This design comes from an exercise in tuning for small area, a short achievable clock period and few clock cycles per item on the open sky130 flow, not from production work.
RTL that was checked went through simulation tests only; none was proved equivalent to the original.

JK:
## HitTest
module HitTest(
    input clk,
    input rst,
    input start,
    input rsel,
    input [15:0] x,
    input [15:0] y,
    input [15:0] notex,
    input [15:0] notey,
    input signed [15:0] indx,
    input signed [15:0] indy,
    output valJR,
    output valE,
    output valr,
    output valR,
    output reg ready
);
Size: about 70 flip-flops, ~19000 µm² of cells after synthesis.
export LEC_CHECK = 0
export CAP_MARGIN = 20
export CORE_MARGIN = 2
export CORE_UTILIZATION = 40
export SETUP_SLACK_MARGIN = 3
export SLEW_MARGIN = 20
export SYNTH_HIERARCHICAL = 1
export SYNTH_MINIMUM_KEEP_SIZE = 0
create_clock -name core_clock -period 10.0 [get_ports {clk}]
run.sh (not shown) runs the stock make flow with config.mk's settings and CLKGATE_MAP_FILE= SYNTH_SCRIPT=/design/flow/synth_recipe.tcl, a recipe that flattens the netlist after the stock synthesis.
JK ended with every stage complete and zero timing, DRC or antenna violations.
Testbench counts of JK, summed over its fixed seeds: cycles 16,000, items 16,000.
--- input diff JK..MS ---
- changing SETUP_SLACK_MARGIN from 3 to 2.5
Findings:
[compare] base=JK new=MS: post-detailed-routing wire length stayed essentially flat. Diff JK -> MS: final cell count did not really move. MS — count of clock-buffer cells in the layout 1 lower, JK as reference.
## Diff of input files: AL against MS
- swapping 40 for 60 in CORE_UTILIZATION
### Flow results
Changes observed in AL relative to MS: count of placed standard cells including taps went down by about 9%; total wire length after detailed routing shows a reduction of about 5%. The post-route clock period utilization in AL sits 1.2 points below the value recorded for MS. Changes observed in AL relative to MS: count of different cell masters after synthesis was more or less identical; design area went down by about 0.9%; global routing usage summed across all routing layers went up by 10 points; number of antenna violations at the first check in global routing went down by 2.
### AL -> TR
- CTS_CLUSTER_DIAMETER now 500, previously not set
- CORE_UTILIZATION now 40, was 60
- CTS_CLUSTER_SIZE now 100, previously not set
- Comparing TR and AL, the lower detailed-route wire length is on AL.
- Across both runs, longest individual stage delay on the worst path was higher for TR than for AL.
- Looking at design area across TR and AL, the one that comes out higher is TR.
- On global-route usage: between TR and AL, it ends up higher for AL.
- Taking AL as the reference, in TR starting utilization of the core area shows a reduction of 21 points; synthesis-to-finish area growth saw an increase; worst setup slack decreased 0.12 ns.
- When TR is measured against AL, its sequential share of layout area turns out 0.25 points lower.
Changes in PW relative to TR:
- a deleted CTS_CLUSTER_DIAMETER that had been 500
- a change of SETUP_SLACK_MARGIN from 2.5 to 1
- a deleted CTS_CLUSTER_SIZE that had been 100
[summary]
Cell area | PW vs TR | PW smaller
PW against TR: gate count of the mapped netlist barely changed.
Per the comparison of PW with TR, utilization -1.5 points; non-filler instance count after layout -49; hold slack ~0 delta.
Higher number of post-CTS setup repair buffers goes to TR over PW.
NOTE via count TR->PW decreased slightly

Another version of the RTL of HitTest (not shown whole).
For scale: roughly 1500 cells after synthesis, roughly 110 I/O pins, roughly 0.014 sq mm of cells after synthesis.
make LEC_CHECK=0 CAP_MARGIN=20 CORE_MARGIN=2 CORE_UTILIZATION=60 SETUP_SLACK_MARGIN=2.5 SLEW_MARGIN=20 SYNTH_HIERARCHICAL=1 SYNTH_MINIMUM_KEEP_SIZE=0 finish   # period 10.0 ns
The starting point produced a clean layout.
Testbench counts at the start, summed over its fixed seeds: cycles 16,000, items 16,000.
Change:
==> flow/flow/run.sh (new file) <==
#!/bin/bash
set -euo pipefail
B="BUFFER_PORTS_ARGS=-buffer_cell sky130_fd_sc_hd__buf_1"
R=orfs/results/sky130hd/HitTest/base
bash standard.sh "$B" floorplan > standard_floorplan.log 2>&1
cat > upsize.tcl <<EOT
read_liberty $FLOW_HOME/platforms/sky130hd/lib/sky130_fd_sc_hd__tt_025C_1v80.lib
read_db $R/2_floorplan.odb
set n 0
foreach inst [[ord::get_db_block] getInsts] {
  set name [\$inst getName]
  if {[[\$inst getMaster] getName] eq "sky130_fd_sc_hd__dfxtp_1" && [string match {na[xy]*} \$name]} {
    replace_cell \$name sky130_fd_sc_hd__dfxtp_4
    incr n
  }
}
puts "upsized \$n registers"
write_db $R/2_floorplan.odb
EOT
openroad -no_init -exit upsize.tcl > upsize.log 2>&1
bash standard.sh "$B" SETUP_MOVE_SEQUENCE=sizeup,swap finish > standard_finish.log 2>&1
==> flow/standard.sh (new file) <==
#!/bin/bash
# synth_recipe.tcl (not shown) runs the flow's synth.tcl, then flattens the netlist and writes it again
# the make line also repeats each setting of config.mk as NAME=value (left out here)
make -C /OpenROAD-flow-scripts/flow DESIGN_CONFIG=/design/flow/config.mk WORK_HOME=/design/flow/orfs CLKGATE_MAP_FILE= SYNTH_SCRIPT=/design/flow/synth_recipe.tcl "${@:-finish}"
--- a/flow/config.mk
+++ b/flow/config.mk
@@ -10,3 +10,3 @@
 export CORE_UTILIZATION = 60
-export SETUP_SLACK_MARGIN = 2.5
+export SETUP_SLACK_MARGIN = 3.3
 export SLEW_MARGIN = 20
removed: flow/run.sh
Area after synthesis does not change; synthesized cell count is unchanged; setup slack improves by 0.16 ns; hold slack degrades by 0.38 ns; count of clock-buffer cells in the layout is lower by 3; first-iteration DRC count is higher by 13%.
Change:
--- a/flow/flow/run.sh
+++ b/flow/flow/run.sh
@@ -11,3 +11,3 @@
   set name [\$inst getName]
-  if {[[\$inst getMaster] getName] eq "sky130_fd_sc_hd__dfxtp_1" && [string match {na[xy]*} \$name]} {
+  if {[[\$inst getMaster] getName] eq "sky130_fd_sc_hd__dfxtp_1" && [string match {[nm][ab][xy]*} \$name]} {
     replace_cell \$name sky130_fd_sc_hd__dfxtp_4
--- a/flow/config.mk
+++ b/flow/config.mk
@@ -9,3 +9,3 @@
 export CORE_MARGIN = 2
-export CORE_UTILIZATION = 60
+export CORE_UTILIZATION = 50
 export SETUP_SLACK_MARGIN = 3.3
After rerunning: The changed run passed the timing, design-rule and antenna checks; worst setup slack improves by 0.31 ns; first-iteration DRC count is lower by 20%; wire length fell by 5.4%; area after synthesis stays the same; final area increases by 0.95%; cell count went up by 2.8%; via count is lower by 3.0%; synthesized cell count is unchanged; global-route usage drops by 7.8 points.
Change:
--- a/flow/config.mk
+++ b/flow/config.mk
@@ -9,3 +9,3 @@
 export CORE_MARGIN = 2
-export CORE_UTILIZATION = 50
+export CORE_UTILIZATION = 60
 export SETUP_SLACK_MARGIN = 3.3
The changed run ran to the end with no violations.
Maximum frequency is higher by 0.31%.
Setup slack improves by 0.021 ns.

Another version of the RTL of HitTest (not shown whole).
For scale: about 1800 cells after synthesis, roughly 70 flip-flops, about 110 I/O pins, roughly 19000 sq um of cells after synthesis.
Settings: LEC_CHECK=0, CAP_MARGIN=20, CORE_MARGIN=2, CORE_UTILIZATION=60, SETUP_SLACK_MARGIN=3.5, SLEW_MARGIN=20, SYNTH_HIERARCHICAL=1, SYNTH_MINIMUM_KEEP_SIZE=0; clock period 10.0 ns.
standard.sh (not shown) runs the stock make flow with config.mk's settings and CLKGATE_MAP_FILE= SYNTH_SCRIPT=/design/flow/synth_recipe.tcl, a recipe that flattens the netlist after the stock synthesis.
==> flow/flow/run.sh <==
#!/bin/bash
# The standard layout, with the ports buffered by the smallest buffer
# (sky130_fd_sc_hd__buf_1) rather than the cell buffer_ports picks by itself;
# timing repair still resizes any port buffer on a critical path.
set -euo pipefail
bash standard.sh BUFFER_PORTS_ARGS="-buffer_cell sky130_fd_sc_hd__buf_1" finish > standard.log 2>&1
The baseline completed with no timing, DRC or antenna violations.
Edit:
- CORE_UTILIZATION: 60 -> 75
What happened: The changed run passed the timing, design-rule and antenna checks. Utilization went up by 16 points. Wire length came out higher by 1.4%. Sequential cell count is unchanged. Final cell count shrinks by 2.9%. Area after synthesis is unchanged. Non-clock buffer count does not change. Clock-buffer cell count does not change.
Edit:
- CORE_UTILIZATION: 75 -> 60
- SETUP_SLACK_MARGIN: 3.5 -> 2.5
After rerunning: The new run ran to the end with no violations; cell count went down by 0.89%; clock-buffer cell count does not change.
Edit:
- SETUP_SLACK_MARGIN: 2.5 -> 3
Outcome:
- The changed run completed with no timing, DRC or antenna violations
- synthesized area stays the same
- synthesized cell count is unchanged
- count of clock-buffer cells in the layout stays the same
- sequential share of layout area is higher by 0.16 points
Function was not checked in any run of this note: the RTL went through the layout flow alone.

== lane 1 ==
HitTest with an RTL version that a note above also has.
Size in the first run: roughly 1500 cells after synthesis, ~14000 um2 of cells after synthesis.
export LEC_CHECK = 0
export CAP_MARGIN = 20
export CORE_MARGIN = 2
export CORE_UTILIZATION = 70
export SETUP_SLACK_MARGIN = 3.3
export SLEW_MARGIN = 20
export SYNTH_HIERARCHICAL = 1
export SYNTH_MINIMUM_KEEP_SIZE = 0
create_clock -name core_clock -period 10.0 [get_ports {clk}]
==> flow/flow/run.sh <==
#!/bin/bash
set -euo pipefail
B="BUFFER_PORTS_ARGS=-buffer_cell sky130_fd_sc_hd__buf_1"
R=orfs/results/sky130hd/HitTest/base
bash standard.sh "$B" floorplan > standard_floorplan.log 2>&1
cat > upsize.tcl <<EOT
read_liberty $FLOW_HOME/platforms/sky130hd/lib/sky130_fd_sc_hd__tt_025C_1v80.lib
read_db $R/2_floorplan.odb
set n 0
foreach inst [[ord::get_db_block] getInsts] {
  set name [\$inst getName]
  if {[[\$inst getMaster] getName] eq "sky130_fd_sc_hd__dfxtp_1" && [string match {[nm][ab][xy]*} \$name]} {
    replace_cell \$name sky130_fd_sc_hd__dfxtp_4
    incr n
  }
}
puts "upsized \$n registers"
write_db $R/2_floorplan.odb
EOT
openroad -no_init -exit upsize.tcl > upsize.log 2>&1
bash standard.sh "$B" SETUP_MOVE_SEQUENCE=sizeup,swap finish > standard_finish.log 2>&1
Lane 1 went all the way through synthesis, placement and routing and the layout is clean on timing, DRC and antenna.
Testbench counts of lane 1, summed over its fixed seeds: cycles 16,000, items 16,000.
Edits applied to the flow inputs when going from lane 1 to lane 2:
diff --git a/flow/config.mk b/flow/config.mk
--- a/flow/config.mk
+++ b/flow/config.mk
@@ -10,2 +10,2 @@
-export CORE_UTILIZATION = 70
-export SETUP_SLACK_MARGIN = 3.3
+export CORE_UTILIZATION = 60
+export SETUP_SLACK_MARGIN = 3.0
Findings:
- Summary — worst setup slack after layout, lane 2 relative to lane 1: higher, by 0.54 ns.
- Diff lane 1 -> lane 2 | fraction of the core area covered by cells at the end of the flow | decrease of 12 points
- Routed wire in lane 2 totals less than in lane 1.
- Looking at core area, lane 2 sits 19% higher than lane 1 does.
Changes in lane 3 relative to lane 2:
diff --git a/flow/config.mk b/flow/config.mk
--- a/flow/config.mk
+++ b/flow/config.mk
@@ -11 +11 @@
-export SETUP_SLACK_MARGIN = 3.0
+export SETUP_SLACK_MARGIN = 3.6
Notes after the runs:
- Lane 3 vs. lane 2: proportion of cell area occupied by registers closely matched the old numbers.
- As far as sequential cell count is concerned, lane 3 and lane 2 perform about the same.
- Comparing lane 2 with lane 3, the maximum achievable frequency came out essentially unchanged.
- Side by side, post-detailed-routing wire length turned out lower in lane 3 than in lane 2.
- Final instance area deteriorates in lane 3 relative to lane 2.
- The flow did not stop early for lane 3: all stages ran, and the layout cleared the timing, design-rule and antenna checks.

Another version of the RTL of HitTest (not shown whole).
Size in the first run: about 70 flip-flops, about 0.019 sq mm of cells after synthesis.
// HitTest
module HitTest(
    input clk,
    input rst,
    input start,
    input rsel,
    input [15:0] x,
    input [15:0] y,
    input [15:0] notex,
    input [15:0] notey,
    input signed [15:0] indx,
    input signed [15:0] indy,
    output valJR,
    output valE,
    output valr,
    output valR,
    output reg ready
);
reg [16:0] nax, nay, nbx, nby;
reg rs;
wire [16:0] dax, day, dbx, dby;
RippleSub subax(.p(x), .c(notex), .nd(dax));
RippleSub subay(.p(y), .c(notey), .nd(day));
RippleSub subbx(.p(x), .c(indx), .nd(dbx));
RippleSub subby(.p(y), .c(indy), .nd(dby));
always @(posedge clk) begin
    ready <= start & ~rst;
    nax <= dax;
    nay <= day;
    nbx <= dbx;
    nby <= dby;
    rs <= rsel;
end
Calvalid calvN(.na(nax), .nb(nay), .rsel(rs), .inJR(valJR), .inE(valE), .inR(valr));
CalvalidR calvI(.na(nbx), .nb(nby), .rsel(rs), .inR(valR));
endmodule
Settings: LEC_CHECK=0, CAP_MARGIN=20, CORE_MARGIN=2, CORE_UTILIZATION=60, SETUP_SLACK_MARGIN=2.5, SLEW_MARGIN=20, SYNTH_HIERARCHICAL=1, SYNTH_MINIMUM_KEEP_SIZE=0; clock period 10.0 ns.
run.sh (not shown) runs the stock make flow with config.mk's settings and CLKGATE_MAP_FILE= SYNTH_SCRIPT=/design/flow/synth_recipe.tcl, a recipe that flattens the netlist after the stock synthesis.
Stock flow here: none of the scripts above is used.
The baseline finished with timing, DRC and antenna clean.
Testbench counts at the start, summed over its fixed seeds: cycles 16,000, items 16,000.
Next try:
==> flow/flow/run.sh (new file) <==
#!/bin/bash
# The standard layout, with the ports buffered by the smallest buffer
# (sky130_fd_sc_hd__buf_1) rather than the cell buffer_ports picks by itself;
# timing repair still resizes any port buffer on a critical path.
set -euo pipefail
bash standard.sh BUFFER_PORTS_ARGS="-buffer_cell sky130_fd_sc_hd__buf_1" finish > standard.log 2>&1
==> flow/standard.sh (new file) <==
#!/bin/bash
# synth_recipe.tcl (not shown) runs the flow's synth.tcl, then flattens the netlist and writes it again
# the make line also repeats each setting of config.mk as NAME=value (left out here)
make -C /OpenROAD-flow-scripts/flow DESIGN_CONFIG=/design/flow/config.mk WORK_HOME=/design/flow/orfs CLKGATE_MAP_FILE= SYNTH_SCRIPT=/design/flow/synth_recipe.tcl "${@:-finish}"
removed: flow/run.sh
Setup slack gets better by 0.22 ns; clock-buffer cell count went down by 2; design area goes down by 3.7%; sequential share of layout area goes down by 0.14 points.

HitTest, a different RTL version from the one above (not shown whole).
Size: roughly 1,800 cells after synthesis, ~110 I/O pins.
==> flow/config.mk <==
export PLATFORM = sky130hd
export DESIGN_NAME = HitTest
export DESIGN_NICKNAME = HitTest
export VERILOG_FILES = /design/flow/design.v
export SDC_FILE = /design/flow/constraint.sdc
export NUM_CORES = 4
export LEC_CHECK = 0
export CAP_MARGIN = 20
export CORE_MARGIN = 2
export CORE_UTILIZATION = 60
export SETUP_SLACK_MARGIN = 3.3
export SLEW_MARGIN = 20
export SYNTH_HIERARCHICAL = 1
export SYNTH_MINIMUM_KEEP_SIZE = 0
==> flow/constraint.sdc <==
create_clock -name core_clock -period 10.0 [get_ports {clk}]
set_input_delay 2.0000 -clock core_clock [delete_from_list [all_inputs] [get_ports {clk}]]
set_output_delay 2.0000 -clock core_clock [all_outputs]
set_load 0.01 [all_outputs]
standard.sh (not shown) runs the stock make flow with config.mk's settings and CLKGATE_MAP_FILE= SYNTH_SCRIPT=/design/flow/synth_recipe.tcl, a recipe that flattens the netlist after the stock synthesis.
==> flow/flow/run.sh <==
#!/bin/bash
set -euo pipefail
B="BUFFER_PORTS_ARGS=-buffer_cell sky130_fd_sc_hd__buf_1"
R=orfs/results/sky130hd/HitTest/base
bash standard.sh "$B" floorplan > standard_floorplan.log 2>&1
cat > upsize.tcl <<EOT
read_liberty $FLOW_HOME/platforms/sky130hd/lib/sky130_fd_sc_hd__tt_025C_1v80.lib
read_db $R/2_floorplan.odb
set n 0
foreach inst [[ord::get_db_block] getInsts] {
  set name [\$inst getName]
  if {[[\$inst getMaster] getName] eq "sky130_fd_sc_hd__dfxtp_1" && [string match {n[ab][xy]*} \$name]} {
    replace_cell \$name sky130_fd_sc_hd__dfxtp_4
    incr n
  }
}
puts "upsized \$n registers"
write_db $R/2_floorplan.odb
EOT
openroad -no_init -exit upsize.tcl > upsize.log 2>&1
bash standard.sh "$B" finish > standard_finish.log 2>&1
The starting point completed with no timing, DRC or antenna violations.
Testbench counts at the start, summed over its fixed seeds: cycles 16,000, items 16,000.
Edit:
- SETUP_SLACK_MARGIN: 3.3 -> 2.5
Effect: The changed run finished with timing, DRC and antenna clean. Wire length fell by 2.4%. Cell area fell by 3.8%. Via count fell by about 3%. Setup slack gets worse by 0.15 ns. Count of clock-buffer cells in the layout does not change. Hold slack gets better by 0.0043 ns. Maximum frequency fell by about 2%.

[static timing again, ports no longer ideal]
The results above use ideal ports. As a check the final layouts listed here were re-extracted and re-timed, cells and wires unchanged.
Step 1 (the two cells are an assumption about what drives the block):
set clk [get_ports {clk}]
set_driving_cell -lib_cell sky130_fd_sc_hd__clkbuf_16 $clk
set_driving_cell -lib_cell sky130_fd_sc_hd__buf_2 [delete_from_list [all_inputs] $clk]
Step 2, shift: input delay + t, output delay - t, t = (earliest + latest rising clock arrival at the registers) / 2. This alone moves slack from input paths to output paths.
Slacks: ideal ports / drivers / drivers and shift; pairs: ideal ports / drivers.
| run | shift t [ns] | setup slack, ns | hold slack, ns | pins driven straight from the clock port |
|---|---|---|---|---|
| JK | 0.415 | 2.317 / 2.266 / 2.681 | 2.003 / 1.977 / 2.392 | 1 |
| MS | 0.398 | 2.272 / 2.220 / 2.438 | 2.099 / 2.083 / 2.481 | 1 |
| AL | 0.381 | 2.392 / 2.349 / 2.408 | 2.106 / 2.087 / 2.467 | 1 |
| TR | 0.398 | 2.272 / 2.220 / 2.438 | 2.099 / 2.083 / 2.481 | 1 |
| PW | 0.396 | 1.331 / 1.283 / 1.678 | 2.098 / 2.086 / 2.481 | 1 |
| the first run of note 2 | 0.359 | 2.722 / 2.685 / 2.483 | 2.124 / 2.111 / 2.470 | 1 |
| the second run of note 2 | 0.385 | 2.879 / 2.833 / 3.063 | 1.749 / 1.723 / 2.108 | 1 |
| the third run of note 2 | 0.372 | 3.190 / 3.152 / 3.168 | 1.755 / 1.741 / 2.113 | 1 |
| the fourth run of note 2 | 0.371 | 3.211 / 3.169 / 3.085 | 1.756 / 1.738 / 2.110 | 1 |
| the first run of note 3 | 0.383 | 3.045 / 2.998 / 3.380 | 1.770 / 1.747 / 2.129 | 1 |
| the second run of note 3 | 0.377 | 3.068 / 3.025 / 3.402 | 1.763 / 1.747 / 2.124 | 1 |
| the third run of note 3 | 0.386 | 2.744 / 2.698 / 3.083 | 1.771 / 1.748 / 2.133 | 1 |
| the fourth run of note 3 | 0.384 | 3.007 / 2.961 / 3.345 | 1.777 / 1.754 / 2.138 | 1 |
| lane 1 | 0.380 | 2.591 / 2.545 / 2.924 | 1.759 / 1.735 / 2.114 | 1 |
| lane 2 | 0.372 | 3.132 / 3.090 / 2.986 | 1.756 / 1.738 / 2.110 | 1 |
| lane 3 | 0.371 | 3.150 / 3.107 / 3.316 | 1.758 / 1.739 / 2.110 | 1 |
| the first run of note 5 | 0.386 | 2.530 / 2.489 / 2.476 | 2.114 / 2.096 / 2.481 | 1 |
| the second run of note 5 | 0.384 | 2.755 / 2.709 / 2.769 | 1.764 / 1.745 / 2.128 | 1 |
| the first run of note 6 | 0.391 | 3.123 / 3.076 / 3.467 | 1.744 / 1.724 / 2.115 | 1 |
| the second run of note 6 | 0.389 | 2.975 / 2.927 / 3.316 | 1.748 / 1.726 / 2.115 | 1 |
After both steps every run listed still meets setup and hold. The setup slack of the first run of note 2, which loses most, moves by -0.037 ns with the drivers and by -0.239 ns with both steps.
